This design comes from an exercise in tuning for small area on the open sky130 flow, not from production work.
The RTL was checked by simulation tests, not by an equivalence proof against the original design.
The flow treats the clock pin as an ideal source, which a real chip does not have.
Power is estimated from default activity; no workload was simulated.

==> 01-15: inputs <==
==> flow/design.v <==
module eno_uart(input wire clk,
		input wire rst,
		input wire [31:0] divider,
		input wire divider_access,
		input wire [7:0] tx_data,
		input wire tx_access,
		output wire [7:0] rx_data,
		input wire rx_access,
		output wire tx_idle,
		output wire rx_avail,
		output wire tx,
		input wire rx);
	reg [31:0] ndiv;		 
	reg [30:0] cnt;
	reg half;			 
	reg fresh;			 
	wire [31:0] ndiv_next = ~rst ? 32'h0 :
				divider_access ? ~divider : ndiv;
	wire cnt_hi_ones = &cnt[30:1];
	wire half0_end = ~half & cnt_hi_ones & cnt[0];
	wire half1_end = half & cnt_hi_ones & (cnt[0] ^ ndiv[0]);
	wire cnt_load = ~rst | divider_access | half0_end | half1_end;
	wire sample_posedge = half0_end;
	always @ (posedge clk) begin
		ndiv	<= ndiv_next;
		cnt	<= cnt_load ? ndiv_next[31:1] : cnt + 31'd1;
		fresh	<= cnt_load;
		if (~rst | divider_access)
			half <= 1'b0;
		else if (half0_end)
			half <= ~ndiv[0] | ~fresh;
		else if (half1_end)
			half <= 1'b0;
	end
	reg [9:0] tx_buf;
	reg [2:0] tx_counter;
	wire tx_buf_valid = |tx_buf;
	wire tx_load = tx_access & ~tx_buf_valid;
	wire tx_shift = sample_posedge & (&tx_counter);
	assign tx_idle = ~tx_buf_valid;
	assign tx = tx_buf[0] | ~tx_buf_valid;
	always @ (posedge clk) begin
		if (~rst | tx_load | tx_shift)
			tx_buf <= {10{rst}} & ({1'b0, tx_buf[9:1]} |
				({10{tx_load}} & {1'b1, tx_data, 1'b0}));
		if (tx_load)
			tx_counter <= 3'h0;
		else if (sample_posedge)
			tx_counter <= tx_counter + 3'd1;
	end
	reg [2:0] rx_read_pos;
	reg [2:0] rx_write_pos;
	assign rx_avail = rx_read_pos != rx_write_pos;
	reg [9:0] rx_buf;
	reg [2:0] rx_sample_counter;
	wire rx_ongoing = |rx_buf;
	wire rx_start = ~rx_ongoing & ~rx;
	wire rx_do_sample = sample_posedge & (rx_sample_counter == 3'd3) &
			    rx_ongoing;
	wire rx_last_bit = rx_buf[0];
	always @ (posedge clk) begin
		if (~rst)
			rx_buf <= 10'b0;
		else if (rx_start)
			rx_buf <= 10'b10_0000_0000;
		else if (rx_do_sample)
			rx_buf <= rx_last_bit ? 10'b0 : {rx, rx_buf[9:1]};
		if (rx_start)
			rx_sample_counter <= 3'd0;
		else if (sample_posedge)
			rx_sample_counter <= rx_sample_counter + 3'd1;
	end
	wire rx_write = rst & rx_do_sample & rx_last_bit;
	reg [7:0] rx_fifo0, rx_fifo1, rx_fifo2, rx_fifo3,
		  rx_fifo4, rx_fifo5, rx_fifo6, rx_fifo7;
	always @ (posedge clk) begin
		if (rx_write & (rx_write_pos == 3'd0)) rx_fifo0 <= rx_buf[9:2];
		if (rx_write & (rx_write_pos == 3'd1)) rx_fifo1 <= rx_buf[9:2];
		if (rx_write & (rx_write_pos == 3'd2)) rx_fifo2 <= rx_buf[9:2];
		if (rx_write & (rx_write_pos == 3'd3)) rx_fifo3 <= rx_buf[9:2];
		if (rx_write & (rx_write_pos == 3'd4)) rx_fifo4 <= rx_buf[9:2];
		if (rx_write & (rx_write_pos == 3'd5)) rx_fifo5 <= rx_buf[9:2];
		if (rx_write & (rx_write_pos == 3'd6)) rx_fifo6 <= rx_buf[9:2];
		if (rx_write & (rx_write_pos == 3'd7)) rx_fifo7 <= rx_buf[9:2];
	end
	reg [7:0] rx_fifo_out;
	always @ (*) begin
		case (rx_read_pos)
		3'd0: rx_fifo_out = rx_fifo0;
		3'd1: rx_fifo_out = rx_fifo1;
		3'd2: rx_fifo_out = rx_fifo2;
		3'd3: rx_fifo_out = rx_fifo3;
		3'd4: rx_fifo_out = rx_fifo4;
		3'd5: rx_fifo_out = rx_fifo5;
		3'd6: rx_fifo_out = rx_fifo6;
		default: rx_fifo_out = rx_fifo7;
		endcase
	end
	assign rx_data = rx_fifo_out;
	always @ (posedge clk) begin
		if (~rst)
			rx_write_pos <= 3'h0;
		else if (rx_write)
			rx_write_pos <= rx_write_pos + 3'd1;
		if (~rst)
			rx_read_pos <= 3'h0;
		else if (rx_access & rx_avail)
			rx_read_pos <= rx_read_pos + 3'd1;
	end
endmodule
module weaksoc(input wire clk,
	       input wire rst_n,
	       input wire [31:0] bus_from_cpu,
	       output wire [31:0] bus_to_cpu,
	       input wire [31:0] bus_addr,
	       input wire bus_req,
	       output wire bus_ack,
	       input wire bus_wr,
	       input wire [3:0] bus_wr_mask,
	       output reg led,
	       output wire pin_tx, input wire pin_rx);
	wire rst = rst_n;
	wire access_brom	= bus_req & (bus_addr < 32'h00001000);
	wire access_led		= bus_req & (bus_addr == 32'h80000000);
	wire access_uart	= bus_req &
					(bus_addr >= 32'h90000000) &
					(bus_addr < 32'h90000010);
	reg [31:0] brom [0:255];
	wire [31:0] brom_data = brom[bus_addr[9:2]];
	initial $readmemh("brom.hex", brom);
	always @ (posedge clk) begin
		if (access_led & bus_wr & bus_wr_mask[0]) begin
			led <= bus_from_cpu[0];
		end
	end
	wire [3:0] uart_offset = bus_addr[3:0];
	wire is_uart_tx		= access_uart & (uart_offset == 4'h0);
	wire is_uart_rx 	= access_uart & (uart_offset == 4'h4);
	wire is_uart_div 	= access_uart & (uart_offset == 4'h8);
	wire is_uart_status	= access_uart & (uart_offset == 4'hc);
	wire [31:0] uart_rx;
	wire [31:0] uart_status;
	wire [31:0] uart_data	= ({32{is_uart_rx}} & uart_rx) |
				  ({32{is_uart_status}} & uart_status);
	assign uart_rx[31:8] = 24'b0;
	assign uart_status [31:2] = 30'b0;
	eno_uart eno_uart(
		.clk		(clk),
		.rst		(rst),
		.divider	(bus_from_cpu),
		.divider_access	(is_uart_div),
		.tx_data	(bus_from_cpu[7:0]),
		.tx_access	(is_uart_tx),
		.rx_data	(uart_rx[7:0]),
		.rx_access	(is_uart_rx),
		.tx_idle	(uart_status[0]),
		.rx_avail	(uart_status[1]),
		.tx		(pin_tx),
		.rx		(pin_rx));
	assign bus_ack = 1'b1;
	assign bus_to_cpu = ({32{access_brom}} & brom_data) |
			    ({32{access_uart}} & uart_data);
endmodule
==> flow/brom.hex <==
900002b7
00828293
14500313
0062a023
00000517
05c50513
02c000ef
90000437
00c42283
0022f293
fe028ce3
00442303
00c42283
0012f293
fe028ce3
00642023
fe1ff06f
900002b7
00050303
00030e63
00c28383
0013f393
fe038ce3
0062a023
00150513
fe5ff06f
00008067
746f6f42
2e676e69
0d0a2e2e
00000000
00000000
00000000
00000000
00000000
00000000
00000000
00000000
00000000
00000000
00000000
00000000
00000000
00000000
00000000
00000000
00000000
00000000
00000000
00000000
00000000
00000000
00000000
00000000
00000000
00000000
00000000
00000000
00000000
00000000
00000000
00000000
00000000
00000000
00000000
00000000
00000000
00000000
00000000
00000000
00000000
00000000
00000000
00000000
00000000
00000000
00000000
00000000
00000000
00000000
00000000
00000000
00000000
00000000
00000000
00000000
00000000
00000000
00000000
00000000
00000000
00000000
00000000
00000000
00000000
00000000
00000000
00000000
00000000
00000000
00000000
00000000
00000000
00000000
00000000
00000000
00000000
00000000
00000000
00000000
00000000
00000000
00000000
00000000
00000000
00000000
00000000
00000000
00000000
00000000
00000000
00000000
00000000
00000000
00000000
00000000
00000000
00000000
00000000
00000000
00000000
00000000
00000000
00000000
00000000
00000000
00000000
00000000
00000000
00000000
00000000
00000000
00000000
00000000
00000000
00000000
00000000
00000000
00000000
00000000
00000000
00000000
00000000
00000000
00000000
00000000
00000000
00000000
00000000
00000000
00000000
00000000
00000000
00000000
00000000
00000000
00000000
00000000
00000000
00000000
00000000
00000000
00000000
00000000
00000000
00000000
00000000
00000000
00000000
00000000
00000000
00000000
00000000
00000000
00000000
00000000
00000000
00000000
00000000
00000000
00000000
00000000
00000000
00000000
00000000
00000000
00000000
00000000
00000000
00000000
00000000
00000000
00000000
00000000
00000000
00000000
00000000
00000000
00000000
00000000
00000000
00000000
00000000
00000000
00000000
00000000
00000000
00000000
00000000
00000000
00000000
00000000
00000000
00000000
00000000
00000000
00000000
00000000
00000000
00000000
00000000
00000000
00000000
00000000
00000000
00000000
00000000
00000000
00000000
00000000
00000000
00000000
00000000
00000000
00000000
00000000
00000000
00000000
00000000
00000000
00000000
00000000
00000000
00000000
00000000
00000000
==> flow/flow/run.sh <==
#!/bin/bash
# Layout flow: the standard flow with two changes.
#  - synthesis maps logic with an area-oriented ABC script (flow/area.abc)
#    instead of ORFS's speed script; the registers are mapped before ABC
#    runs, so they are the standard synthesis's.
#  - ports are buffered with buf_1 rather than the buffer ORFS picks.
set -euo pipefail
W=$PWD
{
  echo 'proc abc {args} {'
  echo '  set i [lsearch $args -script]'
  echo "  set args [lreplace \$args \$i [expr {\$i+1}] -script $W/flow/area.abc]"
  echo '  yosys abc {*}$args'
  echo '}'
  cat synth_recipe.tcl
} > area_synth.tcl
sed "s|SYNTH_SCRIPT=[^ ]*|SYNTH_SCRIPT=$W/area_synth.tcl|" standard.sh > area_standard.sh
grep -q "SYNTH_SCRIPT=$W/area_synth.tcl" area_standard.sh
export BUFFER_PORTS_ARGS="-buffer_cell sky130_fd_sc_hd__buf_1"
export CTS_ARGS="-sink_clustering_enable -repair_clock_nets -buf_list sky130_fd_sc_hd__clkbuf_8 -dont_use_dummy_load -sink_clustering_size 30 -sink_clustering_max_diameter 200"
bash area_standard.sh finish > flow_make.log 2>&1
==> flow/flow/area.abc <==
strash
&get -n
&fraig -x
&put
scorr
dc2
dretime
strash
&get -n
&deepsyn -T 60
&dch -f
&nf -p -F 10 -A 10 -a -R 1000
&put
==> flow/standard.sh <==
#!/bin/bash
# synth_recipe.tcl (not shown) runs the flow's synth.tcl, then flattens the netlist and writes it again
# the make line also repeats each setting of config.mk as NAME=value (left out here)
make -C /OpenROAD-flow-scripts/flow DESIGN_CONFIG=/design/flow/config.mk WORK_HOME=/design/flow/orfs CLKGATE_MAP_FILE= SYNTH_SCRIPT=/design/flow/synth_recipe.tcl "${@:-finish}"
==> flow/config.mk <==
export PLATFORM = sky130hd
export DESIGN_NAME = weaksoc
export DESIGN_NICKNAME = weaksoc
export VERILOG_FILES = /design/flow/design.v
export SDC_FILE = /design/flow/constraint.sdc
export NUM_CORES = 4
export LEC_CHECK = 0
export CAP_MARGIN = 20
export CORE_MARGIN = 2
export CORE_UTILIZATION = 40
export SLEW_MARGIN = 20
export SYNTH_MEMORY_MAX_BITS = 16384
==> flow/constraint.sdc <==
create_clock -name core_clock -period 10.0 [get_ports {clk}]
set_input_delay 2.0000 -clock core_clock [delete_from_list [all_inputs] [get_ports {clk}]]
set_output_delay 2.0000 -clock core_clock [all_outputs]
set_load 0.01 [all_outputs]
==> inputs of 07-11, as changes to 01-15 <==
--- a/flow/flow/run.sh
+++ b/flow/flow/run.sh
@@ -19,3 +19,3 @@
 export BUFFER_PORTS_ARGS="-buffer_cell sky130_fd_sc_hd__buf_1"
-export CTS_ARGS="-sink_clustering_enable -repair_clock_nets -buf_list sky130_fd_sc_hd__clkbuf_8 -dont_use_dummy_load -sink_clustering_size 30 -sink_clustering_max_diameter 200"
+export CTS_ARGS="-sink_clustering_enable -repair_clock_nets -buf_list sky130_fd_sc_hd__clkbuf_8 -dont_use_dummy_load"
 bash area_standard.sh finish > flow_make.log 2>&1
- CORE_UTILIZATION: 40 -> 55
==> qor summary <==
Placed instance count: 01-15 1033; 07-11 977
Global routing usage on met2: 01-15 0.3058; 07-11 0.4350
Std-Cell Core Area: 01-15 17420 sq um; 07-11 12670 sq um
Status: 01-15 timing/DRC/antenna clean; 07-11 timing/DRC/antenna clean
Count of buffers not belonging to the clock network in the layout: 01-15 113; 07-11 110
Maximum fanout along the worst path: 01-15 8; 07-11 13
Met3 wirelength from detailed routing: 01-15 1309 microns; 07-11 772 microns
Utilization after layout: 01-15 0.4673; 07-11 0.6358
Routed length on met1: 01-15 8110 microns; 07-11 7389 microns
Cell-internal power: 01-15 0.8637 mW; 07-11 0.8628 mW
Final instance area: 01-15 8139 sq um; 07-11 8056 sq um
Capture point of the worst reg-to-reg path: 01-15 eno_uart.rx_fifo3[4]; 07-11 eno_uart.rx_fifo3[3]
Post-Place Worst Slack: 01-15 3.300 ns; 07-11 3.345 ns
Sum of internal, switching and leakage power: 01-15 1.104 mW; 07-11 1.105 mW
Worst hold path endpoint: 01-15 eno_uart.tx_counter[1]; 07-11 eno_uart.tx_counter[2]
Clock network power share: 01-15 0.313; 07-11 0.316
Final critical delay including setup and external delays: 01-15 6.727 ns; 07-11 6.719 ns
All-layer global routing usage: 01-15 0.1916; 07-11 0.2562

========
==> job 9104 <==
Starts from the design.v that is shown in full above.
export LEC_CHECK = 0
export CAP_MARGIN = 20
export CORE_MARGIN = 2
export CORE_UTILIZATION = 45
export SLEW_MARGIN = 20
export SYNTH_MEMORY_MAX_BITS = 16384
create_clock -name core_clock -period 10.0 [get_ports {clk}]
standard.sh (not shown) runs the stock make flow with config.mk's settings and CLKGATE_MAP_FILE= SYNTH_SCRIPT=/design/flow/synth_recipe.tcl, a recipe that flattens the netlist after the stock synthesis.
==> flow/flow/run.sh <==
#!/bin/bash
# Layout flow: the standard flow with these changes:
#  - synthesis maps logic with an area-oriented ABC script (flow/area.abc)
#    instead of ORFS's speed script; the registers are mapped before ABC
#    runs, so they are the standard synthesis's.
#  - synthesis leaves adders to ABC (no half/full adder cells, no
#    Kogge-Stone carry logic), which suits a design with no timing pressure.
#  - ports are buffered with buf_1 rather than the buffer ORFS picks.
#  - the clock tree is built from clkbuf_8 without dummy loads.
set -euo pipefail
W=$PWD
{
  echo 'proc abc {args} {'
  echo '  set i [lsearch $args -script]'
  echo "  set args [lreplace \$args \$i [expr {\$i+1}] -script $W/flow/area.abc]"
  echo '  yosys abc {*}$args'
  echo '}'
  cat synth_recipe.tcl
} > area_synth.tcl
sed "s|SYNTH_SCRIPT=[^ ]*|SYNTH_SCRIPT=$W/area_synth.tcl|" standard.sh > area_standard.sh
grep -q "SYNTH_SCRIPT=$W/area_synth.tcl" area_standard.sh
export BUFFER_PORTS_ARGS="-buffer_cell sky130_fd_sc_hd__buf_1"
export CTS_ARGS="-sink_clustering_enable -repair_clock_nets -buf_list sky130_fd_sc_hd__clkbuf_8 -dont_use_dummy_load"
bash area_standard.sh ADDER_MAP_FILE= SYNTH_OPERATIONS_ARGS=-nofsm finish > flow_make.log 2>&1
==> flow/flow/area.abc <==
strash
&get -n
&fraig -x
&put
scorr
dc2
dretime
strash
&get -n
&deepsyn -T 60
&dch -f
&nf -p -F 10 -A 10 -a -R 1000
&put
==> inputs of job 3123, as changes to job 9104 <==
==> flow/design.v, changed modules only <==
module eno_uart(input wire clk,
		input wire rst,
		input wire [31:0] divider,
		input wire divider_access,
		input wire [7:0] tx_data,
		input wire tx_access,
		output wire [7:0] rx_data,
		input wire rx_access,
		output wire tx_idle,
		output wire rx_avail,
		output wire tx,
		input wire rx);
	reg [31:0] ndiv;		 
	reg [30:0] cnt;
	reg half;			 
	reg fresh;			 
	wire [31:0] ndiv_next = ~rst ? 32'h0 :
				divider_access ? ~divider : ndiv;
	wire cnt_hi_ones = &cnt[30:1];
	wire half0_end = ~half & cnt_hi_ones & cnt[0];
	wire half1_end = half & cnt_hi_ones & (cnt[0] ^ ndiv[0]);
	wire cnt_load = ~rst | divider_access | half0_end | half1_end;
	wire sample_posedge = half0_end;
	always @ (posedge clk) begin
		ndiv	<= ndiv_next;
		cnt	<= cnt_load ? ndiv_next[31:1] : cnt + 31'd1;
		fresh	<= cnt_load;
		if (~rst | divider_access)
			half <= 1'b0;
		else if (half0_end)
			half <= ~ndiv[0] | ~fresh;
		else if (half1_end)
			half <= 1'b0;
	end
	reg [9:0] tx_buf;
	reg [2:0] tx_counter;
	wire tx_buf_valid = |tx_buf;
	wire tx_load = tx_access & ~tx_buf_valid;
	wire tx_shift = sample_posedge & (&tx_counter);
	assign tx_idle = ~tx_buf_valid;
	assign tx = tx_buf[0] | ~tx_buf_valid;
	always @ (posedge clk) begin
		if (~rst | tx_load | tx_shift)
			tx_buf <= {10{rst}} & ({1'b0, tx_buf[9:1]} |
				({10{tx_load}} & {1'b1, tx_data, 1'b0}));
		if (tx_load)
			tx_counter <= 3'h0;
		else if (sample_posedge)
			tx_counter <= tx_counter + 3'd1;
	end
	reg [2:0] rx_read_pos;
	reg [2:0] rx_write_pos;
	assign rx_avail = rx_read_pos != rx_write_pos;
	reg [7:0] rx_buf;
	reg [3:0] rx_bit_counter;
	reg [2:0] rx_sample_counter;
	wire rx_ongoing = rx_bit_counter < 4'd10;
	wire rx_start = ~rx_ongoing & ~rx;
	wire rx_do_sample = sample_posedge & (rx_sample_counter == 3'd3) &
			    rx_ongoing;
	wire rx_last_bit = rx_bit_counter == 4'd9;
	always @ (posedge clk) begin
		if (~rst)
			rx_bit_counter <= 4'd10;
		else if (rx_start)
			rx_bit_counter <= 4'd0;
		else if (rx_do_sample)
			rx_bit_counter <= rx_bit_counter + 4'd1;
		if (rx_start)
			rx_sample_counter <= 3'd0;
		else if (sample_posedge)
			rx_sample_counter <= rx_sample_counter + 3'd1;
		if (rx_do_sample)
			rx_buf <= {rx, rx_buf[7:1]};
	end
	wire rx_write = rst & rx_do_sample & rx_last_bit;
	reg [7:0] rx_fifo0, rx_fifo1, rx_fifo2, rx_fifo3,
		  rx_fifo4, rx_fifo5, rx_fifo6, rx_fifo7;
	always @ (posedge clk) begin
		if (rx_write & (rx_write_pos == 3'd0)) rx_fifo0 <= rx_buf;
		if (rx_write & (rx_write_pos == 3'd1)) rx_fifo1 <= rx_buf;
		if (rx_write & (rx_write_pos == 3'd2)) rx_fifo2 <= rx_buf;
		if (rx_write & (rx_write_pos == 3'd3)) rx_fifo3 <= rx_buf;
		if (rx_write & (rx_write_pos == 3'd4)) rx_fifo4 <= rx_buf;
		if (rx_write & (rx_write_pos == 3'd5)) rx_fifo5 <= rx_buf;
		if (rx_write & (rx_write_pos == 3'd6)) rx_fifo6 <= rx_buf;
		if (rx_write & (rx_write_pos == 3'd7)) rx_fifo7 <= rx_buf;
	end
	reg [7:0] rx_fifo_out;
	always @ (*) begin
		case (rx_read_pos)
		3'd0: rx_fifo_out = rx_fifo0;
		3'd1: rx_fifo_out = rx_fifo1;
		3'd2: rx_fifo_out = rx_fifo2;
		3'd3: rx_fifo_out = rx_fifo3;
		3'd4: rx_fifo_out = rx_fifo4;
		3'd5: rx_fifo_out = rx_fifo5;
		3'd6: rx_fifo_out = rx_fifo6;
		default: rx_fifo_out = rx_fifo7;
		endcase
	end
	assign rx_data = rx_fifo_out;
	always @ (posedge clk) begin
		if (~rst)
			rx_write_pos <= 3'h0;
		else if (rx_write)
			rx_write_pos <= rx_write_pos + 3'd1;
		if (~rst)
			rx_read_pos <= 3'h0;
		else if (rx_access & rx_avail)
			rx_read_pos <= rx_read_pos + 3'd1;
	end
endmodule
--- a/flow/flow/run.sh
+++ b/flow/flow/run.sh
@@ -1,3 +1,3 @@
 #!/bin/bash
-# Layout flow: the standard flow with these changes:
+# Layout flow: the standard flow with two changes.
 #  - synthesis maps logic with an area-oriented ABC script (flow/area.abc)
@@ -5,6 +5,3 @@
 #    runs, so they are the standard synthesis's.
-#  - synthesis leaves adders to ABC (no half/full adder cells, no
-#    Kogge-Stone carry logic), which suits a design with no timing pressure.
 #  - ports are buffered with buf_1 rather than the buffer ORFS picks.
-#  - the clock tree is built from clkbuf_8 without dummy loads.
 set -euo pipefail
@@ -23,2 +20,2 @@
 export CTS_ARGS="-sink_clustering_enable -repair_clock_nets -buf_list sky130_fd_sc_hd__clkbuf_8 -dont_use_dummy_load"
-bash area_standard.sh ADDER_MAP_FILE= SYNTH_OPERATIONS_ARGS=-nofsm finish > flow_make.log 2>&1
+bash area_standard.sh finish > flow_make.log 2>&1
--- a/flow/flow/area.abc
+++ b/flow/flow/area.abc
@@ -9,3 +9,2 @@
 &get -n
-&deepsyn -T 60
 &dch -f
CORE_UTILIZATION = 40   (was 45)
==> inputs of job 1289, as changes to job 9104 <==
==> flow/flow/run.sh (replaced) <==
#!/bin/bash
# Layout flow: the standard flow with these changes:
#  - synthesis maps logic with an area-oriented ABC script instead of
#    ORFS's speed script (&deepsyn, mapping, then mfs3 area recovery),
#    once per &deepsyn seed, keeping the smallest result
#    (flow/abc_seeds.tcl); the registers are mapped before ABC
#    runs, so they are the standard synthesis's.
#  - synthesis leaves adders to ABC (no half/full adder cells, no
#    Kogge-Stone carry logic), which suits a design with no timing pressure.
#  - ports are buffered with buf_1 rather than the buffer ORFS picks.
#  - the clock tree is built from clkbuf_8 without dummy loads.
#  - after CTS, each clock buffer is downsized while the flip-flop clock
#    pin slew stays within 110 ps (flow/cts_downsize.tcl).
set -euo pipefail
W=$PWD
{
  echo "source $W/flow/abc_seeds.tcl"
  cat synth_recipe.tcl
} > area_synth.tcl
sed "s|SYNTH_SCRIPT=[^ ]*|SYNTH_SCRIPT=$W/area_synth.tcl|" standard.sh > area_standard.sh
grep -q "SYNTH_SCRIPT=$W/area_synth.tcl" area_standard.sh
export BUFFER_PORTS_ARGS="-buffer_cell sky130_fd_sc_hd__buf_1"
export CTS_ARGS="-sink_clustering_enable -repair_clock_nets -buf_list sky130_fd_sc_hd__clkbuf_8 -dont_use_dummy_load"
export POST_CTS_TCL="$W/flow/cts_downsize.tcl"
bash area_standard.sh ADDER_MAP_FILE= SYNTH_OPERATIONS_ARGS=-nofsm finish > flow_make.log 2>&1
==> flow/flow/abc_seeds.tcl (new file) <==
# Sourced by the synthesis script before ORFS's synth.tcl: replaces ORFS's
# ABC call with an area-oriented script, run once per random seed of ABC's
# &deepsyn, followed by don't-care-based area recovery on the mapped
# netlist (mfs3); the smallest mapped netlist is kept.  Registers are mapped
# before ABC runs, so every seed leaves the standard synthesis's registers.
set ::abc_seeds {1 2 3 4 5 6 7 8 9 10}
set ::abc_dir [file dirname [file normalize [info script]]]
proc abc {args} {
  set i [lsearch $args -script]
  set dir $::abc_dir
  set lib [lindex $::env(LIB_FILES) 0]
  yosys design -save pre_abc
  set best_area ""
  set best_seed ""
  foreach seed $::abc_seeds {
    yosys design -load pre_abc
    set script $dir/area_abc_seed$seed.abc
    set f [open $script w]
    puts $f "strash\n&get -n\n&fraig -x\n&put\nscorr\ndc2\ndretime\nstrash\n&get -n"
    puts $f "&deepsyn -J 50 -S $seed -T 600"
    puts $f "&dch -f\n&nf -p -F 10 -A 10 -a -R 1000\n&put"
    puts $f "mfs3 -aez -H 6 -R 4"
    close $f
    set a [lreplace $args $i [expr {$i+1}] -script $script]
    yosys abc {*}$a
    yosys tee -q -o $dir/area_abc_seed$seed.stat stat -liberty $lib
    set f [open $dir/area_abc_seed$seed.stat r]
    set txt [read $f]
    close $f
    regexp {Chip area for module '[^']*': ([0-9.]+)} $txt -> area
    puts "ABC seed $seed: area $area"
    if { $best_area eq "" || $area < $best_area } {
      set best_area $area
      set best_seed $seed
      yosys design -save best_abc
    }
  }
  puts "ABC: keeping seed $best_seed (area $best_area)"
  yosys design -load best_abc
}
==> flow/flow/cts_downsize.tcl (new file) <==
set clk_slew_limit 0.110
proc worst_clk_slew {} {
  estimate_parasitics -placement
  set worst 0.0
  foreach pin [get_pins -hierarchical */CLK] {
    set s [get_property $pin slew_max]
    if { $s > $worst } { set worst $s }
  }
  return $worst
}
puts "clock pin slew before downsizing: [worst_clk_slew]"
foreach inst [get_cells -filter "ref_name =~ sky130_fd_sc_hd__clkbuf_*"] {
  set name [get_full_name $inst]
  set orig [get_property $inst ref_name]
  foreach cand {sky130_fd_sc_hd__clkbuf_1 sky130_fd_sc_hd__clkbuf_2 sky130_fd_sc_hd__clkbuf_4} {
    if { $cand eq $orig } { break }
    replace_cell $inst $cand
    set w [worst_clk_slew]
    if { $w <= $clk_slew_limit } {
      puts "clock buffer $name: $orig -> $cand (worst clock pin slew $w)"
      set orig $cand
      break
    }
    replace_cell $inst $orig
  }
}
puts "clock pin slew after downsizing: [worst_clk_slew]"
detailed_placement
check_placement -verbose
removed: flow/flow/area.abc
==> inputs of job 3970, as changes to job 9104 <==
--- a/flow/flow/run.sh
+++ b/flow/flow/run.sh
@@ -9,2 +9,4 @@
 #  - the clock tree is built from clkbuf_8 without dummy loads.
+#  - after CTS, each clock buffer is downsized while the flip-flop clock
+#    pin slew stays within 110 ps (flow/cts_downsize.tcl).
 set -euo pipefail
@@ -23,2 +25,3 @@
 export CTS_ARGS="-sink_clustering_enable -repair_clock_nets -buf_list sky130_fd_sc_hd__clkbuf_8 -dont_use_dummy_load"
-bash area_standard.sh ADDER_MAP_FILE= SYNTH_OPERATIONS_ARGS=-nofsm finish > flow_make.log 2>&1
+export POST_CTS_TCL="$W/flow/cts_downsize.tcl"
+bash area_standard.sh ADDER_MAP_FILE= SYNTH_OPERATIONS_ARGS=-nofsm RECOVER_POWER=100 finish > flow_make.log 2>&1
==> flow/flow/cts_downsize.tcl (new file) <==
set clk_slew_limit 0.110
proc worst_clk_slew {} {
  estimate_parasitics -placement
  set worst 0.0
  foreach pin [get_pins -hierarchical */CLK] {
    set s [get_property $pin slew_max]
    if { $s > $worst } { set worst $s }
  }
  return $worst
}
puts "clock pin slew before downsizing: [worst_clk_slew]"
foreach inst [get_cells -filter "ref_name =~ sky130_fd_sc_hd__clkbuf_*"] {
  set name [get_full_name $inst]
  set orig [get_property $inst ref_name]
  foreach cand {sky130_fd_sc_hd__clkbuf_1 sky130_fd_sc_hd__clkbuf_2 sky130_fd_sc_hd__clkbuf_4} {
    if { $cand eq $orig } { break }
    replace_cell $inst $cand
    set w [worst_clk_slew]
    if { $w <= $clk_slew_limit } {
      puts "clock buffer $name: $orig -> $cand (worst clock pin slew $w)"
      set orig $cand
      break
    }
    replace_cell $inst $orig
  }
}
puts "clock pin slew after downsizing: [worst_clk_slew]"
detailed_placement
check_placement -verbose
CAP_MARGIN = 0   (was 20)
SLEW_MARGIN = 0   (was 20)
==> notes <==
Job 9104 ran to the end with no violations. Job 3970 finished but fails on capacitance limit, slew limit. Job 1289 ran to the end with no violations. Job 3123 completed with no timing, DRC or antenna violations. Synthesized cell count: job 1289 is smaller than job 3123 (7.3%). Core utilization, highest first: job 9104, job 1289, job 3970, job 3123. Worst hold slack: job 9104 < job 3970 < job 1289 < job 3123. Sequential power: job 3123 is higher than job 9104 (about 3.3%).

==> separate check: timing with driven ports <==
The results above use ideal ports. As a check the final layouts listed here were re-extracted and re-timed, cells and wires unchanged. Step 1 (the two cells are an assumption about what drives the block):
set clk [get_ports {clk}]
set_driving_cell -lib_cell sky130_fd_sc_hd__clkbuf_16 $clk
set_driving_cell -lib_cell sky130_fd_sc_hd__buf_2 [delete_from_list [all_inputs] $clk]
Step 2 moves the port delays by t, midway between the first and last clock arrival at a register: inputs arrive t later, outputs are due t later. That takes back most of the time a late clock gives input paths. Three values: ideal ports, drivers, drivers and shift; two values: the first two.
run | t, ns | setup slack, ns | hold slack, ns | clock arrival spread, ns | cell pins on the clock port's net
01-15 | 0.477 | 3.273 / 3.253 / 3.253 | 0.450 / 0.450 / 0.450 | 0.034 / 0.033 | 1
07-11 | 0.472 | 3.281 / 3.252 / 3.252 | 0.455 / 0.455 / 0.455 | 0.042 / 0.042 | 1
job 9104 | 0.461 | 2.445 / 2.423 / 2.423 | 0.472 / 0.472 / 0.472 | 0.025 / 0.025 | 1
job 3123 | 0.464 | 3.331 / 3.311 / 3.311 | 0.499 / 0.499 / 0.499 | 0.049 / 0.048 | 1
job 1289 | 0.799 | 3.212 / 3.191 / 3.191 | 0.473 / 0.473 / 0.473 | 0.041 / 0.041 | 1
job 3970 | 0.792 | 2.995 / 2.971 / 2.316 | 0.472 / 0.472 / 0.472 | 0.039 / 0.038 | 1
The setup slack of job 3970, which loses most, moves by -0.024 ns with the drivers and by -0.679 ns with both steps.
